Background: an optimization exercise with open tools, aiming at small area, a short achievable clock period and few clock cycles. Do not read the settings as production practice.
At most, simulation tests tie the RTL to the original design; equivalence was not proved.
No functional check of the RTL was part of runs 1 and 2.

==> flow/design.v <==
package common_pkg;
    localparam logic [2:0] ST_F1  = 3'd0;    
    localparam logic [2:0] ST_F2  = 3'd1;    
    localparam logic [2:0] ST_F3  = 3'd2;    
    localparam logic [2:0] ST_RDM = 3'd3;    
    localparam logic [2:0] ST_WR0 = 3'd4;    
    localparam logic [2:0] ST_MR  = 3'd5;    
    localparam logic [2:0] ST_MW  = 3'd6;    
endpackage
module ALU (
    input   logic   [5:0]   i_op,
    input   logic   [15:0]  i_a,
    input   logic   [15:0]  i_b,
    output  logic   [15:0]  o_res,
    output  logic           o_c,
    output  logic           o_s,
    output  logic           o_z
);
    logic op_add, op_sub, op_inc, op_dec, op_and, op_or, op_not, op_xor;
    logic op_shl, op_shr, op_sar, op_rol, op_ror, op_arith, op_logic, op_left, op_right;
    assign op_add = i_op == 6'h0A;
    assign op_sub = i_op == 6'h09;
    assign op_inc = i_op == 6'h1B;
    assign op_dec = i_op == 6'h18;
    assign op_and = i_op == 6'h06;
    assign op_or  = i_op == 6'h12;
    assign op_not = i_op == 6'h14;
    assign op_xor = i_op == 6'h16;
    assign op_shl = i_op == 6'h20 || i_op == 6'h24;
    assign op_shr = i_op == 6'h30;
    assign op_sar = i_op == 6'h34;
    assign op_rol = i_op == 6'h22;
    assign op_ror = i_op == 6'h32;
    assign op_arith = op_add | op_sub | op_inc | op_dec;
    assign op_logic = op_and | op_or | op_not | op_xor;
    assign op_left  = op_shl | op_rol;
    assign op_right = op_shr | op_sar | op_ror;
    logic [3:0] t;
    always_comb begin
        t = 4'b1100;                                   
        if (op_add | op_xor) t = 4'b0110;
        if (op_sub)          t = 4'b1001;
        if (op_dec | op_not) t = 4'b0011;
        if (op_and)          t = 4'b1000;
        if (op_or)           t = 4'b1110;
        if (op_left | op_right) t = 4'b0000;
    end
    logic [15:0] bx, lu, sh, cy;
    logic [16:0] sum;
    assign bx  = ({16{op_add}} & i_b) | ({16{op_sub}} & ~i_b) | {16{op_dec}};
    assign sum = {1'b0, i_a} + {1'b0, bx} + {16'b0, op_sub | op_inc};
    assign cy  = sum[15:0] ^ i_a ^ bx;
    always_comb begin
        for (int i = 0; i < 16; i++) lu[i] = t[{i_a[i], i_b[i]}];
    end
    assign sh = ({16{op_left}}  & {i_a[14:0], op_rol & i_a[15]})
              | ({16{op_right}} & {(op_sar & i_a[15]) | (op_ror & i_a[0]), i_a[15:1]});
    logic [15:0] res;
    assign res = lu ^ ({16{op_arith}} & cy) | sh;
    assign o_res = res;
    assign o_c   = op_logic | (op_arith & (sum[16] ^ (op_sub | op_dec)));
    assign o_s   = ~res[15];
    assign o_z   = o_c | (|res);
endmodule
import common_pkg::*;
module nlp16af(
    input   logic           i_clk,
    input   logic           i_rst_n,
    output  logic           o_wr,
    output  logic           o_rd,
    input   logic   [15:0]  i_bus,
    output  logic   [15:0]  o_bus,
    output  logic   [15:0]  o_address
);
    logic           rst;
    assign rst = ~i_rst_n;
    logic   [2:0]   state, nstate;
    logic           s_f1, s_f2, s_f3, s_rdm, s_wr0, s_mr, s_mw, s_fetch;
    assign s_f1    = state == ST_F1;
    assign s_f2    = state == ST_F2;
    assign s_f3    = state == ST_F3;
    assign s_rdm   = state == ST_RDM;
    assign s_wr0   = state == ST_WR0;
    assign s_mr    = state == ST_MR;
    assign s_mw    = state == ST_MW;
    assign s_fetch = s_f1 | s_f2 | s_f3;
    logic   [15:0]  ir1;                 
    logic   [7:0]   ir2f;                
    logic   [7:0]   ir2;                 
    logic   [15:0]  ir3, iv, r_a, r_b, r_c, r_d, r_e, r_f, adr, ip, sp;
    logic           fc, fs, fz;          
    function automatic logic cond_ok(input logic [3:0] cf, input logic c, input logic s, input logic z);
        logic t;
        begin
            case (cf[3:1])
                3'd4:    t = c;
                3'd6:    t = z;
                3'd7:    t = s;
                default: t = 1'b0;
            endcase
            cond_ok = t ^ cf[0];
        end
    endfunction
    logic   [3:0]   opc, ra1;
    logic           is_ld, is_st, is_ldst, is_call, is_pop, is_alu, ra1_mem, cnd;
    logic   [5:0]   aluop;
    assign opc     = ir1[15:12];
    assign ra1     = ir1[3:0];
    assign is_ld   = opc == 4'h8;
    assign is_st   = opc == 4'h9;
    assign is_ldst = is_ld | is_st;
    assign is_call = opc == 4'hB;
    assign is_pop  = opc == 4'hC;
    assign is_alu  = ~(is_ldst | is_call | is_pop | (opc == 4'hD));
    assign ra1_mem = ra1 == 4'hB;
    assign aluop   = (opc[3:2] == 2'b00) ? ir1[13:8] : {2'b00, ir1[11:8]};
    assign cnd     = cond_ok(ir1[7:4], fc, fs, fz);
    logic           b_push, b_pop, b_cnd;
    assign b_push  = i_bus[15:12] == 4'hD;
    assign b_pop   = i_bus[15:12] == 4'hC;
    assign b_cnd   = cond_ok(i_bus[7:4], fc, fs, fz);
    logic           im16_bus, memsrc, last, go;
    assign im16_bus = i_bus[15:12] == 4'h3 || i_bus[11:8] == 4'h3;
    assign memsrc   = s_f2 ? (i_bus[15:12] == 4'hB || i_bus[11:8] == 4'hB)
                           : (ir2f[7:4] == 4'hB || ir2f[3:0] == 4'hB);
    assign last     = (s_f2 & ~im16_bus) | s_f3;
    assign go       = last & cnd;
    always_comb begin
        nstate = ST_F1;
        case (state)
            ST_F1: begin
                if (b_push)       nstate = b_cnd ? ST_MW : ST_F1;
                else if (b_pop)   nstate = b_cnd ? ST_MR : ST_F1;
                else              nstate = ST_F2;
            end
            ST_F2, ST_F3: begin
                if (s_f2 & im16_bus)          nstate = ST_F3;
                else if (!cnd)                nstate = ST_F1;
                else if (is_call)             nstate = ST_MW;
                else if (is_alu & ra1_mem)    nstate = ST_WR0;
                else if (memsrc)              nstate = ST_RDM;
                else if (is_ld)               nstate = ST_MR;
                else if (is_st)               nstate = ST_MW;
                else                          nstate = ST_F1;
            end
            ST_RDM: begin
                if (is_ld)                    nstate = ST_MR;
                else if (is_st)               nstate = ST_MW;
                else if (ra1_mem)             nstate = ST_WR0;
                else                          nstate = ST_F1;
            end
            ST_MW:                            nstate = is_call ? ST_RDM : ST_F1;
            default:                          nstate = ST_F1;
        endcase
    end
    always_ff @(posedge i_clk) begin
        if (rst) state <= ST_F1;
        else     state <= nstate;
    end
    logic   wr_ra1, wr_adr, wr_ir1, flag_we, mem_en, sp_dec, sp_inc;
    assign wr_ra1  = (go & is_alu & ~ra1_mem & ~memsrc) | (s_rdm & ~is_ldst & ~ra1_mem) | (s_mr & ~ra1_mem);
    assign wr_adr  = (go & is_ldst & ~memsrc) | (s_rdm & is_ldst);
    assign wr_ir1  = (go & is_alu & ra1_mem) | (s_rdm & ~is_ldst & ra1_mem);
    assign flag_we = (go & is_alu & (ra1_mem | ~memsrc)) | (s_rdm & ~is_ldst);
    assign mem_en  = (s_mr & ~ra1_mem) | (s_rdm & (is_ldst | ~ra1_mem));
    assign sp_dec  = (s_f1 & b_push & b_cnd) | (go & is_call);
    assign sp_inc  = s_mr & is_pop;
    logic   [3:0]   wdest;
    logic           wen;
    assign wdest = wr_adr ? 4'hC : ra1;
    assign wen   = wr_ra1 | wr_adr;
    logic   [3:0]   fa, fb;
    logic   [5:0]   op;
    always_comb begin
        fa = ir2f[7:4];
        fb = ir2f[3:0];
        op = aluop;
        if (s_f2) begin
            fa = i_bus[15:12];
            fb = i_bus[11:8];
        end else if (s_mr) begin
            fa = 4'hB; fb = 4'hF; op = 6'h00;
        end else if (s_mw) begin
            fa = ra1;  fb = 4'hF; op = 6'h00;
        end else if (s_wr0) begin
            fa = 4'h0; fb = 4'hF; op = 6'h00;
        end
    end
    logic   [15:0]  ip_inc, sp_pm;
    assign ip_inc = ip + 16'h0001;
    assign sp_pm  = sp + (sp_dec ? 16'hFFFF : 16'h0001);
    function automatic logic [15:0] rdreg(
        input logic [3:0]  f,
        input logic [15:0] x_ir1, input logic [7:0] x_ir2, input logic [15:0] x_iv, input logic [15:0] x_ir3,
        input logic [3:0]  x_flag,
        input logic [15:0] x_a, input logic [15:0] x_b, input logic [15:0] x_c,
        input logic [15:0] x_d, input logic [15:0] x_e, input logic [15:0] x_f,
        input logic [15:0] x_mem, input logic [15:0] x_adr, input logic [15:0] x_ip, input logic [15:0] x_sp
    );
        begin
            case (f)
                4'h0:    rdreg = x_ir1;
                4'h1:    rdreg = {8'h00, x_ir2};
                4'h2:    rdreg = x_iv;
                4'h3:    rdreg = x_ir3;
                4'h4:    rdreg = {12'h000, x_flag};
                4'h5:    rdreg = x_a;
                4'h6:    rdreg = x_b;
                4'h7:    rdreg = x_c;
                4'h8:    rdreg = x_d;
                4'h9:    rdreg = x_e;
                4'hA:    rdreg = x_f;
                4'hB:    rdreg = x_mem;
                4'hC:    rdreg = x_adr;
                4'hD:    rdreg = x_ip;
                4'hE:    rdreg = x_sp;
                default: rdreg = 16'h0000;
            endcase
        end
    endfunction
    logic   [7:0]   v_ir2;
    logic   [15:0]  v_ir3, v_mem, v_ip, a, b;
    assign v_ir2 = s_f2 ? i_bus[7:0] : ir2;
    assign v_ir3 = s_f3 ? i_bus : ir3;
    assign v_mem = mem_en ? i_bus : 16'h0000;
    assign v_ip  = (s_f2 | s_f3) ? ip_inc : ip;
    assign a = rdreg(fa, ir1, v_ir2, iv, v_ir3, {fc, fs, 1'b0, fz}, r_a, r_b, r_c, r_d, r_e, r_f, v_mem, adr, v_ip, sp);
    assign b = rdreg(fb, ir1, v_ir2, iv, v_ir3, {fc, fs, 1'b0, fz}, r_a, r_b, r_c, r_d, r_e, r_f, v_mem, adr, v_ip, sp);
    logic   [15:0]  res;
    logic           c_o, s_o, z_o;
    ALU alu (
        .i_op   (op),
        .i_a    (a),
        .i_b    (b),
        .o_res  (res),
        .o_c    (c_o),
        .o_s    (s_o),
        .o_z    (z_o)
    );
    assign o_rd      = s_fetch | s_rdm | (s_mr & ~ra1_mem);
    assign o_wr      = s_wr0 | s_mw | (s_mr & ra1_mem);
    assign o_bus     = a;
    always_comb begin
        if (s_fetch)                                        o_address = ip;
        else if ((s_mr & is_pop) | (s_mw & ~is_st))         o_address = sp;
        else if (s_mr | s_mw)                               o_address = adr;
        else                                                o_address = 16'h0000;
    end
    logic   [15:0]  wd;
    assign wd = rst ? 16'h0000 : res;
    logic   [15:0]  we;
    always_comb begin
        we = 16'h0000;
        if (wen) we[wdest] = 1'b1;
    end
    always_ff @(posedge i_clk) begin
        if (s_f1 | wr_ir1)          ir1  <= s_f1 ? i_bus : res;
        if (s_f2)                   ir2f <= i_bus[15:8];
        if (rst | we[1] | s_f2)     ir2  <= (rst | we[1]) ? wd[7:0] : i_bus[7:0];
        if (rst | we[2])            iv   <= wd;
        if (rst | we[3] | s_f3)     ir3  <= (rst | we[3]) ? wd : i_bus;
        if (rst | we[5])            r_a  <= wd;
        if (rst | we[6])            r_b  <= wd;
        if (rst | we[7])            r_c  <= wd;
        if (rst | we[8])            r_d  <= wd;
        if (rst | we[9])            r_e  <= wd;
        if (rst | we[10])           r_f  <= wd;
        if (rst | we[12])           adr  <= wd;
        if (rst | we[13] | s_fetch) ip   <= (rst | we[13]) ? wd : ip_inc;
        if (rst | sp_dec | sp_inc)  sp   <= rst ? 16'hEFFF : sp_pm;
        if (rst | flag_we)          {fc, fs, fz} <= rst ? 3'b000 : {c_o, s_o, z_o};
    end
endmodule
==> flow/run.sh <==
#!/bin/bash
# synth_recipe.tcl (not shown) runs the flow's synth.tcl, then flattens the netlist and writes it again
# the make line also repeats each setting of config.mk as NAME=value (left out here)
make -C /OpenROAD-flow-scripts/flow DESIGN_CONFIG=/design/flow/config.mk WORK_HOME=/design/flow/orfs CLKGATE_MAP_FILE= SYNTH_SCRIPT=/design/flow/synth_recipe.tcl finish
==> flow/config.mk <==
export PLATFORM = sky130hd
export DESIGN_NAME = nlp16af
export DESIGN_NICKNAME = nlp16af
export VERILOG_FILES = /design/flow/design.v
export SDC_FILE = /design/flow/constraint.sdc
export NUM_CORES = 8
export LEC_CHECK = 0
export CAP_MARGIN = 20
export CORE_MARGIN = 2
export CORE_UTILIZATION = 40
export SETUP_SLACK_MARGIN = 5
export SLEW_MARGIN = 20
==> flow/constraint.sdc <==
create_clock -name core_clock -period 12.0 [get_ports {i_clk}]
set_input_delay 2.4000 -clock core_clock [delete_from_list [all_inputs] [get_ports {i_clk}]]
set_output_delay 2.4000 -clock core_clock [all_outputs]
set_load 0.01 [all_outputs]
==> out/metrics.csv, run 1 <==
stage,metric,value,unit
run_status,status,"complete, no violations",
floorplan,die_h,212,um
timing,fmax,132,MHz
timing,drv_slew,0,
min_path,min_path_cells,2,
detailed_routing,drt_pass1_iterations,7,
critical_path,path_class,primary input to flip-flop,
cts,cts_htree_levels,1,
placement,portBuffers,51,
synth,async_reset_ff_frac,0,
detailed_routing,drt_iter0_markers,3460,
timing,worst_pin_slew,1.31,ns
cts,insertion_delay,0.59,ns
cells_and_area,fin_area,23500,um2
synth,syn-cell-area,17300,um2
timing,slew-limit-headroom,0.119,
critical_path,cp.arrival,7.89,ns
critical_path,r2r_slack,4.82,ns
placement,gp_congestion,1.08,
cts,clock-root-buffer,clkbuf_16,
cells_and_area,layout.nets,2155,
detailed_routing,drt-total-wl,106000,um
min_path,hold_path_class,flip-flop to flip-flop,
cts,clock-sinks,214,
global_route,grt_pass1_wl,145000,um
global_route,grt-ovfl-total,0,
floorplan,ioPinCount,52,
detailed_routing,wire_per_inst,39.8,um
detailed_routing,vias,19400,
global_route,antenna_found_initial,10,
timing,post-route-period-util,0.631,
timing,rsz0062_at_grt,true,
synth,yosysTopAreaCell,edfxtp_1,
synth,synth_area_leaders,"edfxtp_1, mux2i_1, nor2_1",
synth,syn_nets,1912,
synth,syn-instance-count,1860,
critical_path,startpoint_type,primary input,
critical_path,rr_startpoint,state[1]$_SDFF_PN0_,
floorplan,die-area,44800,um2
cells_and_area,filler_cell_count,3847,
critical_path,r2r-end,ir1[12]$_DFFE_PP_,
cts,hold_buffers,0,
floorplan,fp.dieW,212,um
floorplan,num_rows,76,
critical_path,crit_path_max_incr_delay,0.55,ns
cells_and_area,syn_to_final_growth,36.3,%
run,maxCapViolations,0,
cells_and_area,multi_input_area,11900,um2
detailed_routing,vias_per_cell,7.26,
timing,fin_setup_tns,0,ns
cts,cts.clk_slew.worst_paths,0.06,ns
timing,min_period,7.58,ns
floorplan,initial_core_util,0.403,
cells_and_area,seqCellArea,6400,um2
timing,setup_viol,0,
placement,dpl.hpwl,71900,um
critical_path,r2r_cells,20,
synth,yosys_register_bits,214,
detailed_routing,drc,0,
critical_path,cp_cell_sequence,buf_6 > buf_6 > or4b_4 > and3_4 > buf_4 > nand2_2 > o2bb2ai_1 > o21ai_0 > o2111ai_2 > mux2i_1 > ha_1 > or2_2 > o31a_1 > nand2_1 > xor2_2 > o21ai_1 > a221oi_2 > xnor2_1 > a211o_2 > buf_12 > mux2_4,
critical_path,path_common_cell,buf_6,
global_route,grt_max_degree,51,
cts,cts-buffers-inserted,26,
synth,synth-edff-count,211,
critical_path,crit_path_top_delay_cell,o21ai_0,
synth,ys_types,106,
cts,clk_path_buf_depth,3,
cts,cts_tree,yes,
synth,ys_seq_area_frac,0.371,
synth,synth_top_area_frac,0.367,
placement,post_dp_cell_area,18600,um2
global_route,globalRouteTotalUtil,0.467,
critical_path,cp.required,12.31,ns
timing,skew,0.0343,ns
cells_and_area,drive_above_1_share,0.326,
floorplan,coreArea,42800,um2
critical_path,end_kind,flip-flop,
synth,synth_common_cells,"edfxtp_1, nor2_1, nand2_1, a21oi_1, nand3_1",
detailed_routing,ant_nets,0,
synth,avgSynthCellArea,9.28,um2
min_path,hold_start,ip[15]$_DFFE_PP_,
timing,hold_viol_final,0,
global_route,grt_pass1_vias,18100,
synth,synth.most_common_cell,edfxtp_1,
critical_path,cp_max_fo,6,
synth,yosys_warnings,2,
synth,ys.flop_type,edfxtp_1,
min_path,hold_end,ip[15]$_DFFE_PP_,
==> critical path, delay by kind of cell <==
family / cells / cell delay (ns)
adder cells (fa/ha/maj): 1 / 0.34
multiplexers: 2 / 0.62
AO/OA/AOI/OAI: 7 / 2.06
AND/OR/NAND/NOR: 5 / 1.61
XOR/XNOR: 2 / 0.32
buffers and inverters: 4 / 0.54
==> kinds of logic (layout without fill, tap and decap cells) <==
| kind of cell | count (synthesis) | count (layout) | synth area share |
|---|---|---|---|
| adder cells (fa/ha/maj) | 34 | 34 | 0.0259 |
| XOR/XNOR | 78 | 78 | 0.0420 |
| multiplexers | 117 | 117 | 0.0713 |
| flip-flops | 214 | 214 | 0.371 |
| other | 0 | 4 | 0 |
| AND/OR/NAND/NOR | 672 | 676 | 0.197 |
| buffers and inverters | 177 | 434 | 0.0494 |
| AO/OA/AOI/OAI | 568 | 570 | 0.244 |
==> per-stage QoR <==
stage	worst slack, ns	cells	utilization	hold slack [ns]
2_1_floorplan	4.55	1860	-	0.633
6_report	4.42	2673	0.550	0.833
3_3_place_gp	2.38	2380	0.434	0.791
5_1_grt	4.40	2669	0.550	0.829
4_1_cts	4.49	2624	0.534	0.802
3_5_place_dp	2.58	2380	0.434	0.790
==> worst max path at each step <==
| stage | start | endpoint | cells after the start |
|---|---|---|---|
| finish | i_bus[8] | ir1[12]$_DFFE_PP_ | 21 |
| global route | i_bus[8] | fz$_SDFFCE_PN0P_ | 24 |
| CTS | i_bus[8] | fz$_SDFFCE_PN0P_ | 24 |
| detailed placement | i_bus[15] | fz$_SDFFCE_PN0P_ | 25 |
| global placement | i_bus[11] | fz$_SDFFCE_PN0P_ | 23 |
| floorplan | i_bus[8] | fz$_SDFFCE_PN0P_ | 24 |
==> layout make-up <==
class                      instances  area share
timing repair buffer             350       0.150
sequential                       214       0.272
multi-input combinational       1475       0.504
inverter                          36     0.00628
antenna                            4    0.000426
tap                              546      0.0290
clock inverter                    15     0.00814
clock buffer                      33      0.0297
==> metal layers <==
layer	GRT usage	vias up	wire length, um
li1	-	7767	-
met1	0.605	9474	40500
met2	0.636	1682	40900
met3	0.179	489	14900
met4	0.323	4	9950
met5	0.0133	-	66
==> what timing repair did <==
action / in CTS / in global routing
gates cloned: 13 / 0
buffers inserted: 183 / 45
resized for setup: 400 / 74
setup endpoints to repair: 207 / 168
pin swaps: 107 / 59
==> cell usage in the layout (no fill, tap or decap), drive strengths merged, types with 18 or more instances in the layout <==
cell / count
buf: 306
edfxtp: 211
nor2: 167
nand2: 160
a21oi: 120
nand3: 91
o21ai: 81
mux2i: 78
a211oi: 57
nor3: 52
xnor2: 49
and3: 49
mux2: 38
inv: 38
clkbuf: 35
ha: 31
nand4: 30
a22oi: 30
xor2: 26
clkdlybuf4s50: 24
or3: 23
a221o: 21
o211ai: 20
a31oi: 20
a221oi: 20
a22o: 18
==> run 2, diff against run 1 <==
--- a/flow/config.mk
+++ b/flow/config.mk
@@ -10,3 +10,2 @@
 export CORE_UTILIZATION = 40
-export SETUP_SLACK_MARGIN = 5
 export SLEW_MARGIN = 20
==> run 2 against run 1 <==
  * Final cell count is 8.2% lower
  * Clock-buffer cell count is 5 lower
  * Critical endpoint is now fz$_SDFFCE_PN0P_
  * Sequential cell count stayed put
  * First-iteration DRC count is 13% lower
  * Register-to-register slack worse by 1.4 ns
  * Sequential share of layout area is 5.7 points higher
  * Still clean
==> out/metrics.csv, run 2 <==
stage,metric,value,unit,change
min_path,min_path_cells,2,,unchanged
floorplan,fp.dieW,212,um,unchanged
global_route,grt_max_degree,47,,was 51
critical_path,critPathBufInv,2,,was 4
global_route,grt_pass1_vias,16100,,"was 18,100"
critical_path,cp_cell_sequence,clkdlybuf4s50_1 > nor3b_1 > o32ai_4 > and4_1 > and3_1 > a221oi_1 > nand3_1 > nor2_1 > inv_1 > fa_1 > fa_1 > a211oi_1 > o21bai_1 > a21oi_1 > o211ai_1 > a41oi_1 > o21bai_1 > a21oi_1 > mux2i_1 > o211ai_1 > a211oi_1 > o2111ai_1 > nor4_1 > a21oi_1,,was buf_6 > buf_6 > or4b_4 > and3_4 > buf_4 > nand2_2 > o2bb2ai_1 > o21ai_0 > o2111ai_2 > mux2i_1 > ha_1 > or2_2 > o31a_1 > nand2_1 > xor2_2 > o21ai_1 > a221oi_2 > xnor2_1 > a211o_2 > buf_12 > mux2_4
timing,hold_viol_final,0,,unchanged
critical_path,cp.required,12.28,ns,was 12.31 ns
synth,synth_common_cells,"edfxtp_1, nor2_1, nand2_1, a21oi_1, nand3_1",,unchanged
floorplan,ioPinCount,52,,unchanged
cells_and_area,syn_to_final_growth,12.7,%,was 36.3%
placement,portBuffers,51,,unchanged
timing,rsz0062_at_grt,false,,was true
synth,synth_top_area_frac,0.367,,unchanged
cells_and_area,filler_cell_count,4152,,"was 3,847"
detailed_routing,vias,17700,,"was 19,400"
timing,skew,0.0151,ns,was 0.0343 ns
run,maxCapViolations,0,,unchanged
critical_path,cpLargestDelayFamily,compound AO/OA/AOI/OAI gates,,unchanged
cts,hold_buffers,0,,unchanged
floorplan,initial_core_util,0.403,,unchanged
critical_path,cp.arrival,10.14,ns,was 7.89 ns
cells_and_area,drive_above_1_share,0.127,,was 0.326
synth,async_reset_ff_frac,0,,unchanged
critical_path,end_kind,flip-flop,,unchanged
cells_and_area,final_core_util,0.455,,was 0.550
cts,clock-root-buffer,clkbuf_16,,unchanged
synth,yosys_register_bits,214,,unchanged
placement,numPlacedInstances,2405,,"was 2,380"
synth,ys.flop_type,edfxtp_1,,unchanged
detailed_routing,vias_per_cell,7.20,,was 7.26
detailed_routing,ant_nets,0,,unchanged
detailed_routing,drc,0,,unchanged
critical_path,r2r_cells,23,,was 20
synth,yosysTopAreaCell,edfxtp_1,,unchanged
global_route,antenna_found_initial,2,,was 10
critical_path,rr_startpoint,state[0]$_SDFF_PN0_,,was state[1]$_SDFF_PN0_
timing,setup_viol,0,,unchanged
global_route,grt_pass1_wl,131000,um,"was 145,000 um"
cells_and_area,mostFrequentLayoutCell,edfxtp_1,,was buf_4
global_route,grt-ovfl-total,0,,unchanged
detailed_routing,drt_iter0_markers,3013,,"was 3,460"
critical_path,crit_path_max_incr_delay,0.90,ns,was 0.55 ns
synth,syn-cell-area,17300,um2,unchanged
critical_path,cp.depth,24,,was 21
floorplan,coreArea,42800,um2,unchanged
cells_and_area,layout.nets,1939,,"was 2,155"
cts,cts.clk_slew.worst_paths,0.06,ns,about the same
floorplan,die-area,44800,um2,unchanged
timing,hold_ws,0.771,ns,was 0.833 ns
synth,avgSynthCellArea,9.28,um2,unchanged
synth,syn_nets,1912,,unchanged
placement,dpl.hpwl,72300,um,"was 71,900 um"
timing,drv_slew,0,,unchanged
cts,post_cts_resized,0,,was 400
cts,cts_htree_levels,1,,unchanged
placement,gp_congestion,1.07,,was 1.08
cells_and_area,final_cell_mix,"edfxtp_1, nor2_1, nand2_1",,"was buf_4, edfxtp_1, nand2_1"
global_route,globalRouteTotalUtil,0.424,,was 0.467
detailed_routing,drt_pass1_iterations,6,,was 7
detailed_routing,drt-total-wl,96000,um,"was 106,000 um"
synth,ys_seq_area_frac,0.371,,unchanged
critical_path,path_common_cell,a21oi_1,,was buf_6
cts,clock-sinks,214,,unchanged
min_path,hold_path_class,flip-flop to flip-flop,,unchanged
cts,cts_tree,yes,,unchanged
synth,synth-edff-count,211,,unchanged
cts,cts-buffers-inserted,26,,unchanged
run_status,status,"complete, no violations",,unchanged
critical_path,startpoint_type,primary input,,unchanged
critical_path,path_class,primary input to flip-flop,,unchanged
timing,fin_setup_tns,0,ns,unchanged
timing,min_period,9.85,ns,was 7.58 ns
cells_and_area,final_cells,2453,,"was 2,673"
critical_path,r2r-end,fz$_SDFFCE_PN0P_,,was ir1[12]$_DFFE_PP_
timing,post-route-period-util,0.821,,was 0.631
min_path,hold_start,ip[15]$_DFFE_PP_,,unchanged
synth,yosys_warnings,2,,unchanged
synth,synth.most_common_cell,edfxtp_1,,unchanged
synth,syn-instance-count,1860,,unchanged
cts,insertion_delay,0.56,ns,was 0.59 ns
floorplan,num_rows,76,,unchanged
timing,slew-limit-headroom,0.248,,was 0.119
synth,ys_types,106,,unchanged
cts,post_cts_buffers,0,,was 183
critical_path,cp_max_fo,11,,was 6
timing,fmax,102,MHz,was 132 MHz
critical_path,r2r_slack,3.43,ns,was 4.82 ns
cts,clk_path_buf_depth,3,,unchanged
floorplan,die_h,212,um,unchanged
detailed_routing,wire_per_inst,39.1,um,was 39.8 um
min_path,hold_end,ip[15]$_DFFE_PP_,,unchanged
critical_path,crit_path_top_delay_cell,clkdlybuf4s50_1,,was o21ai_0
timing,worst_pin_slew,1.12,ns,was 1.31 ns
synth,synth_area_leaders,"edfxtp_1, mux2i_1, nor2_1",,unchanged
==> run 2: cell types whose count changed in the layout (fill, tap and decap cells not counted), moves of 12 or more <==
cell / previous run / this run
buf_4: 217 / 89
buf_12: 35 / 0
nor2_1: 134 / 160
nor3_4: 12 / 0
nor3_1: 30 / 49
buf_6: 45 / 0
mux2i_1: 64 / 78
a21oi_2: 16 / 0
a21oi_1: 93 / 120
clkdlybuf4s50_1: 24 / 50
nor2_4: 23 / 2
==> run 2: through the flow <==
step | cell area, um2 | setup slack, ns
2_1_floorplan | 17300 | 4.12
3_3_place_gp | 18600 | 2.04
3_5_place_dp | 18600 | 1.98
4_1_cts | 19500 | 2.52
5_1_grt | 19500 | 1.86
6_report | 19500 | 2.15
==> run 2: layer usage <==
| layer | wire [um] | vias up | track usage |
|---|---|---|---|
| li1 | - | 7300 | - |
| met1 | 39000 | 8784 | 0.582 |
| met2 | 38500 | 1315 | 0.586 |
| met3 | 11800 | 256 | 0.121 |
| met4 | 6780 | 0 | 0.254 |
| met5 | 0 | - | 0 |
==> run 2: worst register-to-register path: stages, from the launching register on <==
cell and delay [ns]:
dfxtp_2 0.31, buf_4 0.47, or3b_1 0.77, o221ai_4 0.79, nand2_1 0.50, a311oi_1 0.66, a211o_1 0.19, a211oi_2 0.07
mux2i_1 0.20, fa_1 0.49, fa_1 0.47, a211oi_1 0.25, o21bai_1 0.11, a21oi_1 0.38, o211ai_1 0.20, a41oi_1 0.35
o21bai_1 0.11, a21oi_1 0.46, mux2i_1 0.28, o211ai_1 0.21, a211oi_1 0.44, o2111ai_1 0.19, nor4_1 0.25, a21oi_1 0.11
==> run 2: area by class of cell <==
cell class	count	area, um2	share of cell area
clock inverters	19	229	0.0118
repair buffers	140	1170	0.0603
diodes	1	2.50	0.000129
clock buffers	28	679	0.0349
multi-input cells	1469	10200	0.522
inverters	36	135	0.00694
well taps	546	683	0.0351
flip-flops and latches	214	6400	0.329
==> run 2: logic make-up (layout without fill, tap and decap cells) <==
group | Yosys count | count (layout) | synth area share
and+or+nand+nor | 672 | 672 | 0.197
AOI/OAI and AO/OA | 568 | 568 | 0.244
DFF | 214 | 214 | 0.371
buffers and inverters | 177 | 223 | 0.0494
muxes | 117 | 117 | 0.0713
xor gates and xnor gates | 78 | 78 | 0.0420
adders and majority gates | 34 | 34 | 0.0259
other | 0 | 1 | 0
==> run 2: worst max-delay path by stage <==
stage                  endpoint  slack, ns      start
2_1_floorplan  fz$_SDFFCE_PN0P_       4.12  i_bus[13]
3_3_place_gp   fz$_SDFFCE_PN0P_       2.04  i_bus[13]
3_5_place_dp   fz$_SDFFCE_PN0P_       1.98  i_bus[14]
4_1_cts        fz$_SDFFCE_PN0P_       2.52  i_bus[14]
5_1_grt        fz$_SDFFCE_PN0P_       1.86  i_bus[14]
6_report       fz$_SDFFCE_PN0P_       2.15  i_bus[14]
==> run 3, diff against run 2 <==
--- a/flow/design.v
+++ b/flow/design.v
@@ -19,3 +19,3 @@
     logic op_add, op_sub, op_inc, op_dec, op_and, op_or, op_not, op_xor;
-    logic op_shl, op_shr, op_sar, op_rol, op_ror, op_arith, op_logic, op_left, op_right;
+    logic op_shl, op_shr, op_sar, op_rol, op_ror, op_arith, op_logic;
     assign op_add = i_op == 6'h0A;
@@ -35,26 +35,22 @@
     assign op_logic = op_and | op_or | op_not | op_xor;
-    assign op_left  = op_shl | op_rol;
-    assign op_right = op_shr | op_sar | op_ror;
-    logic [3:0] t;
-    always_comb begin
-        t = 4'b1100;                                   
-        if (op_add | op_xor) t = 4'b0110;
-        if (op_sub)          t = 4'b1001;
-        if (op_dec | op_not) t = 4'b0011;
-        if (op_and)          t = 4'b1000;
-        if (op_or)           t = 4'b1110;
-        if (op_left | op_right) t = 4'b0000;
-    end
-    logic [15:0] bx, lu, sh, cy;
+    logic [15:0] bx;
     logic [16:0] sum;
+    logic        cin;
     assign bx  = ({16{op_add}} & i_b) | ({16{op_sub}} & ~i_b) | {16{op_dec}};
-    assign sum = {1'b0, i_a} + {1'b0, bx} + {16'b0, op_sub | op_inc};
-    assign cy  = sum[15:0] ^ i_a ^ bx;
-    always_comb begin
-        for (int i = 0; i < 16; i++) lu[i] = t[{i_a[i], i_b[i]}];
-    end
-    assign sh = ({16{op_left}}  & {i_a[14:0], op_rol & i_a[15]})
-              | ({16{op_right}} & {(op_sar & i_a[15]) | (op_ror & i_a[0]), i_a[15:1]});
+    assign cin = op_sub | op_inc;
+    assign sum = {1'b0, i_a} + {1'b0, bx} + {16'b0, cin};
     logic [15:0] res;
-    assign res = lu ^ ({16{op_arith}} & cy) | sh;
+    always_comb begin
+        if (op_arith)      res = sum[15:0];
+        else if (op_and)   res = i_a & i_b;
+        else if (op_or)    res = i_a | i_b;
+        else if (op_not)   res = ~i_a;
+        else if (op_xor)   res = i_a ^ i_b;
+        else if (op_shl)   res = {i_a[14:0], 1'b0};
+        else if (op_shr)   res = {1'b0, i_a[15:1]};
+        else if (op_sar)   res = {i_a[15], i_a[15:1]};
+        else if (op_rol)   res = {i_a[14:0], i_a[15]};
+        else if (op_ror)   res = {i_a[0], i_a[15:1]};
+        else               res = i_a;
+    end
     assign o_res = res;
==> run 3 against run 2 <==
  * Wire length shrank 8.4%
  * Critical path depth is the same
  * Register-to-register slack gained 0.86 ns
  * Global-route usage shrank 3.1 points
  * Area after synthesis shrank 2.1%
==> out/metrics.csv, run 3 <==
stage,metric,value,unit,change
placement,dpl.hpwl,66000,um,"was 72,300 um"
synth,synth-edff-count,211,,unchanged
floorplan,ioPinCount,52,,unchanged
detailed_routing,vias_per_cell,7.13,,was 7.20
critical_path,startpoint_type,primary input,,unchanged
cells_and_area,layout.nets,1877,,"was 1,939"
cts,clock-root-buffer,clkbuf_16,,unchanged
min_path,hold_start,state[1]$_SDFF_PN0_,,was ip[15]$_DFFE_PP_
floorplan,fp.dieW,210,um,was 212 um
synth,syn_nets,1860,,"was 1,912"
timing,worst_pin_slew,1.24,ns,was 1.12 ns
global_route,grt_pass1_wl,122000,um,"was 131,000 um"
global_route,grt_pass1_vias,15400,,"was 16,100"
cells_and_area,fin_area,18800,um2,"was 19,500 um2"
timing,setup_viol,0,,unchanged
run_status,status,"complete, no violations",,unchanged
synth,synth_common_cells,"edfxtp_1, nand2_1, nor2_1, a21oi_1, clkbuf_1",,"was edfxtp_1, nor2_1, nand2_1, a21oi_1, nand3_1"
timing,hold_ws,0.847,ns,was 0.771 ns
cts,hold_buffers,0,,unchanged
critical_path,critPathBufInv,2,,unchanged
synth,ys_types,118,,was 106
cts,post_cts_resized,0,,unchanged
global_route,grt_max_degree,47,,unchanged
critical_path,end_kind,flip-flop,,unchanged
critical_path,crit_path_max_incr_delay,0.86,ns,was 0.90 ns
timing,hold_viol_final,0,,unchanged
timing,drv_slew,0,,unchanged
timing,min_period,9.49,ns,was 9.85 ns
cells_and_area,antenna_cells,0,,was 1
run,maxCapViolations,0,,unchanged
detailed_routing,drt-total-wl,88000,um,"was 96,000 um"
critical_path,path_class,primary input to flip-flop,,unchanged
synth,yosys_register_bits,214,,unchanged
cts,cts_htree_levels,1,,unchanged
detailed_routing,drc,0,,unchanged
cts,clock-sinks,214,,unchanged
timing,post-route-period-util,0.790,,was 0.821
min_path,min_path_cells,3,,was 2
timing,rsz0062_at_grt,false,,unchanged
global_route,globalRouteTotalUtil,0.393,,was 0.424
critical_path,cp_max_fo,15,,was 11
timing,skew,0.0273,ns,was 0.0151 ns
detailed_routing,ant_nets,0,,unchanged
synth,synth.most_common_cell,edfxtp_1,,unchanged
floorplan,initial_core_util,0.404,,was 0.403
global_route,grt-ovfl-total,0,,unchanged
detailed_routing,wire_per_inst,37.4,um,was 39.1 um
synth,yosysTopAreaCell,edfxtp_1,,unchanged
critical_path,r2r_cells,21,,was 23
min_path,hold_end,state[1]$_SDFF_PN0_,,was ip[15]$_DFFE_PP_
detailed_routing,vias,16800,,"was 17,700"
synth,ys_seq_area_frac,0.379,,was 0.371
synth,syn-cell-area,16900,um2,"was 17,300 um2"
timing,slew-limit-headroom,0.172,,was 0.248
timing,fin_setup_tns,0,ns,unchanged
synth,synth_top_area_frac,0.375,,was 0.367
min_path,hold_path_class,flip-flop to flip-flop,,unchanged
synth,async_reset_ff_frac,0,,unchanged
critical_path,rr_startpoint,ir1[0]$_DFFE_PP_,,was state[0]$_SDFF_PN0_
timing,fmax,105,MHz,was 102 MHz
floorplan,coreArea,41900,um2,"was 42,800 um2"
cells_and_area,final_cell_mix,"edfxtp_1, nand2_1, nor2_1",,"was edfxtp_1, nor2_1, nand2_1"
cells_and_area,syn_to_final_growth,11.4,%,was 12.7%
critical_path,path_common_cell,nor2_1,,was a21oi_1
cts,post_cts_buffers,0,,unchanged
cts,cts.clk_slew.worst_paths,0.06,ns,about the same
floorplan,num_rows,75,,was 76
cts,insertion_delay,0.57,ns,was 0.56 ns
critical_path,cp.arrival,9.68,ns,was 10.14 ns
placement,gp_congestion,1.13,,was 1.07
cts,cts-buffers-inserted,25,,was 26
cells_and_area,mostFrequentLayoutCell,edfxtp_1,,unchanged
cells_and_area,drive_above_1_share,0.115,,was 0.127
detailed_routing,drt_pass1_iterations,6,,unchanged
synth,syn-instance-count,1776,,"was 1,860"
placement,portBuffers,51,,unchanged
critical_path,r2r-end,r_a[10]$_DFFE_PP_,,was fz$_SDFFCE_PN0P_
floorplan,die_h,210,um,was 212 um
floorplan,die-area,43900,um2,"was 44,800 um2"
detailed_routing,drt_iter0_markers,2680,,"was 3,013"
critical_path,cp.required,12.19,ns,was 12.28 ns
global_route,antenna_found_initial,4,,was 2
placement,post_dp_cell_area,18000,um2,"was 18,600 um2"
cts,clk_path_buf_depth,3,,unchanged
critical_path,cp_cell_sequence,clkdlybuf4s50_1 > o21bai_1 > a31oi_1 > nand2b_1 > nor2_1 > buf_4 > a22o_1 > a221oi_1 > nand3_1 > nor2_1 > mux2i_1 > nand2_1 > fa_1 > fa_1 > a21o_1 > a21oi_1 > nor2b_1 > o41a_1 > a41oi_1 > and2_1 > xor2_1 > o221ai_1 > a21oi_1 > nor2_1,,was clkdlybuf4s50_1 > nor3b_1 > o32ai_4 > and4_1 > and3_1 > a221oi_1 > nand3_1 > nor2_1 > inv_1 > fa_1 > fa_1 > a211oi_1 > o21bai_1 > a21oi_1 > o211ai_1 > a41oi_1 > o21bai_1 > a21oi_1 > mux2i_1 > o211ai_1 > a211oi_1 > o2111ai_1 > nor4_1 > a21oi_1
critical_path,cpLargestDelayFamily,compound AO/OA/AOI/OAI gates,,unchanged
synth,yosys_warnings,2,,unchanged
cts,cts_tree,yes,,unchanged
critical_path,r2r_slack,4.29,ns,was 3.43 ns
critical_path,crit_path_top_delay_cell,clkdlybuf4s50_1,,unchanged
synth,synth_area_leaders,"edfxtp_1, ha_1, mux2i_1",,"was edfxtp_1, mux2i_1, nor2_1"
synth,avgSynthCellArea,9.51,um2,was 9.28 um2
synth,ys.flop_type,edfxtp_1,,unchanged
## run 3: worst min-delay path: cells and delay by family, from the launching register on
| family | cells | cell delay [ns] |
|---|---|---|
| flops | 1 | 0.30 |
| buf+inv | 1 | 0.25 |
| compound gates | 2 | 0.25 |
## run 3: cells by family after synthesis
group | share of synthesized area
xor gates and xnor gates | 0.0295
muxes | 0.0515
DFF | 0.379
and+or+nand+nor | 0.191
adders and majority gates | 0.0502
AOI/OAI and AO/OA | 0.246
buffers and inverters | 0.0536
## run 3: stage by stage
step	instances	worst slack (ns)	utilization
6_report	2351	2.51	0.450
5_1_grt	2351	2.36	0.450
4_1_cts	2350	2.77	0.449
3_5_place_dp	2304	2.20	0.430
3_3_place_gp	2303	2.28	0.430
2_1_floorplan	1776	4.49	-
## run 3: final cells by class
class	instances	area (um2)
clock buffers	30	644
clock inverters	16	149
fillers	4028	23000
inverters	59	221
multi-input cells	1375	9720
flip-flops and latches	214	6400
well taps	539	674
repair buffers	118	1010
## run 3: worst max-delay path by stage
stage                         start                end  cells past startpoint
after floorplan            i_bus[8]   fz$_SDFFCE_PN0P_                     24
after global placement     i_bus[8]   fz$_SDFFCE_PN0P_                     25
after detailed placement  i_bus[12]  r_b[10]$_DFFE_PP_                     22
after CTS                 i_bus[12]  r_a[10]$_DFFE_PP_                     22
after global routing       i_bus[8]   iv[10]$_DFFE_PP_                     24
final                      i_bus[8]  r_a[10]$_DFFE_PP_                     24
## run 3: routing by layer
layer	share of wire	track usage
met1	0.40	0.537
met2	0.40	0.556
met3	0.12	0.0989
met4	0.078	0.243
met5	0	0
Testbench counts of run 3, summed over its fixed seeds: cycles 81,650.

[port drivers added, routing unchanged]
The flow's constraints put no driver on any port. The routed layouts listed below were extracted and timed again, unchanged, in two steps.
Step 1 (the two cells are an assumption about what drives the block):
set clk [get_ports {i_clk}]
set_driving_cell -lib_cell sky130_fd_sc_hd__clkbuf_16 $clk
set_driving_cell -lib_cell sky130_fd_sc_hd__buf_2 [delete_from_list [all_inputs] $clk]
Step 2 also shifts input and output timing later by t, the mid clock arrival at the registers, as if the neighbouring blocks saw the same clock.
a / b / c = ideal ports / drivers / drivers and shift; a / b = the first two.
run | t (ns) | setup slack, ns | hold slack, ns | cell pins on the clock port's net
run 1 | 0.624 | 4.423 / 4.445 / 3.821 | 0.833 / 0.833 / 0.833 | 1
run 2 | 0.609 | 2.149 / 2.168 / 1.560 | 0.771 / 0.771 / 0.771 | 1
run 3 | 0.613 | 2.515 / 2.545 / 1.931 | 0.847 / 0.847 / 0.847 | 1
After both steps every run listed still meets setup and hold. The setup slack of run 1, which loses most, moves by +0.022 ns with the drivers and by -0.602 ns with both steps.
